Source: an optimization exercise on an open RTL-to-GDS flow (aim: small area, a short achievable clock period and few clock cycles). Production flows keep margins and buffers that such runs may drop.
In this exercise RTL edits were held to simulation tests only and were not proved equivalent to the original.

==> flow/design.v (excerpt) <==
module dpsk_modem (
  input  logic        clk,
  input  logic        rst_n,
  input  logic        cfg_qpsk,      
  input  logic        cfg_bypass,    
  input  logic        tx_in_valid,
  output logic        tx_in_ready,
  input  logic [7:0]  tx_in_data,
  input  logic        tx_in_last,
  output logic        tx_out_valid,
  input  logic        tx_out_ready,
  output logic [31:0] tx_out_data,
  output logic        tx_out_last,
  input  logic        rx_in_valid,
  output logic        rx_in_ready,
  input  logic [31:0] rx_in_data,
  input  logic        rx_in_last,
  output logic        rx_out_valid,
  input  logic        rx_out_ready,
  output logic [7:0]  rx_out_data,
  output logic        rx_out_last
);
clock: 14.0 ns
lec_check: 0
abc_area: 1
cap_margin: 20
core_margin: 2
core_utilization: 40
slew_margin: 20
standard.sh (not shown) runs the stock make flow with config.mk's settings and CLKGATE_MAP_FILE= SYNTH_SCRIPT=/design/flow/synth_recipe.tcl, a recipe that flattens the netlist after the stock synthesis.
==> flow/flow/run.sh <==
#!/bin/bash
set -e
cd "$(dirname "$0")/.."
export SETUP_SLACK_MARGIN=${SETUP_SLACK_MARGIN:-8.0}
bash standard.sh > standard.log 2>&1
Testbench counts at the start, summed over its fixed seeds: cycles 2,336.
Rerun with:
==> flow/flow/run.sh (replaced) <==
#!/bin/bash
set -e
cd "$(dirname "$0")/.."
export SETUP_SLACK_MARGIN=${SETUP_SLACK_MARGIN:-7.5}
bash standard.sh > standard.log 2>&1
=> The new run produced a clean layout; routed wire length decreases by a few percent; area after synthesis does not change; global-route usage decreases by 0.43 points; non-clock buffer count decreases by 77; flip-flop and latch count is unchanged.
Rerun with:
--- a/flow/config.mk
+++ b/flow/config.mk
@@ -7,3 +7,2 @@
 export LEC_CHECK = 0
-export ABC_AREA = 1
 export CAP_MARGIN = 20
Wire length rises by 4.9%; via count barely changes; utilization rises by 1.8 points; flip-flop and latch count stays the same; worst hold slack improved by 0.043 ns.

dpsk_modem, a different RTL version from the one above (not shown whole).
Size in the first run: about 200 flip-flops, roughly 0.044 sq mm of cells after synthesis.
==> flow/design.v (excerpt) <==
module dpsk_modem (
  input  logic        clk,
  input  logic        rst_n,
  input  logic        cfg_qpsk,      
  input  logic        cfg_bypass,    
  input  logic        tx_in_valid,
  output logic        tx_in_ready,
  input  logic [7:0]  tx_in_data,
  input  logic        tx_in_last,
  output logic        tx_out_valid,
  input  logic        tx_out_ready,
  output logic [31:0] tx_out_data,
  output logic        tx_out_last,
  input  logic        rx_in_valid,
  output logic        rx_in_ready,
  input  logic [31:0] rx_in_data,
  input  logic        rx_in_last,
  output logic        rx_out_valid,
  input  logic        rx_out_ready,
  output logic [7:0]  rx_out_data,
  output logic        rx_out_last
);
Settings: LEC_CHECK=0, CAP_MARGIN=20, CORE_MARGIN=2, CORE_UTILIZATION=40, SLEW_MARGIN=20; clock period 14.0 ns.
==> flow/flow/run.sh <==
#!/bin/bash
set -e
cd "$(dirname "$0")/.."
export SETUP_SLACK_MARGIN=${SETUP_SLACK_MARGIN:-8.0}
bash standard.sh > standard.log 2>&1
The first run went through all stages and came out clean.
Testbench counts at the start, summed over its fixed seeds: cycles 2,352.
Rerun with:
==> flow/flow/run.sh (replaced) <==
#!/bin/bash
set -e
cd "$(dirname "$0")/.."
export SETUP_SLACK_MARGIN=${SETUP_SLACK_MARGIN:-7.5}
bash standard.sh > standard.log 2>&1
Outcome: Non-clock buffer count fell by 78; synthesized area is unchanged; final area came out lower by 3.3%; die area is unchanged; register-to-register slack loses 0.13 ns; utilization decreases by 1.5 points.
Rerun with:
Settings changed: CORE_UTILIZATION 40 to 60.
After rerunning:
- worst setup slack got worse by 0.026 ns
- fmax fell by 0.41%
- die area fell by 33%
- cell count fell by 8.4%
- clock-buffer cell count fell by 3
- wire length barely changes
- global-route usage rose by 14 points
- non-clock buffer count does not change
- synthesized cell count does not change
- register-to-register slack got worse by 0.03 ns
- final area fell by 1.2%
Rerun with:
Settings changed: CORE_UTILIZATION 60 to 40, PLACE_DENSITY from default to 0.8.
What happened: The new run completed with no timing, DRC or antenna violations; worst setup slack loses 0.067 ns; via count went up by a few percent; register-to-register slack loses 0.07 ns; routed wire length went down by a few percent.
Rerun with:
Settings changed: ABC_AREA from default to 1, PLACE_DENSITY 0.8 to default.
- critical path depth goes up by 1
- first-iteration DRC count goes down by about 15%
- setup slack gets better by 0.11 ns

[re-timing with driven ports]
No port has a modelled driver above. Below, the same layouts with a new extraction and two added sets of constraints.
Step 1: set_driving_cell puts a clkbuf_16 on clk and a buf_2 on each other input, an assumption about the parent block.
Step 2 adds t to the input delays and takes it off the output delays; t is the mean of the earliest and latest rising clock arrival at the registers after step 1. Input paths then give back, and output paths get back, about the clock's delay inside the block.
a / b / c = no drivers / after step 1 / after step 2; a / b = the first two.
run | t (ns) | setup WS [ns] | worst register clock-pin slew, ns
the first run of note 1 | 0.537 | 8.016 / 8.016 / 8.016 | 0.11 / 0.11
the second run of note 1 | 0.536 | 7.727 / 7.727 / 7.727 | 0.10 / 0.10
the third run of note 1 | 0.544 | 7.413 / 7.413 / 7.413 | 0.10 / 0.10
the first run of note 2 | 0.661 | 7.789 / 7.789 / 7.789 | 0.07 / 0.07
the second run of note 2 | 0.661 | 7.654 / 7.654 / 7.654 | 0.07 / 0.07
the third run of note 2 | 0.663 | 7.628 / 7.628 / 7.628 | 0.07 / 0.07
the fourth run of note 2 | 0.652 | 7.561 / 7.561 / 7.561 | 0.07 / 0.07
the fifth run of note 2 | 0.678 | 7.670 / 7.670 / 7.670 | 0.07 / 0.07
After both steps every run listed still meets setup and hold.
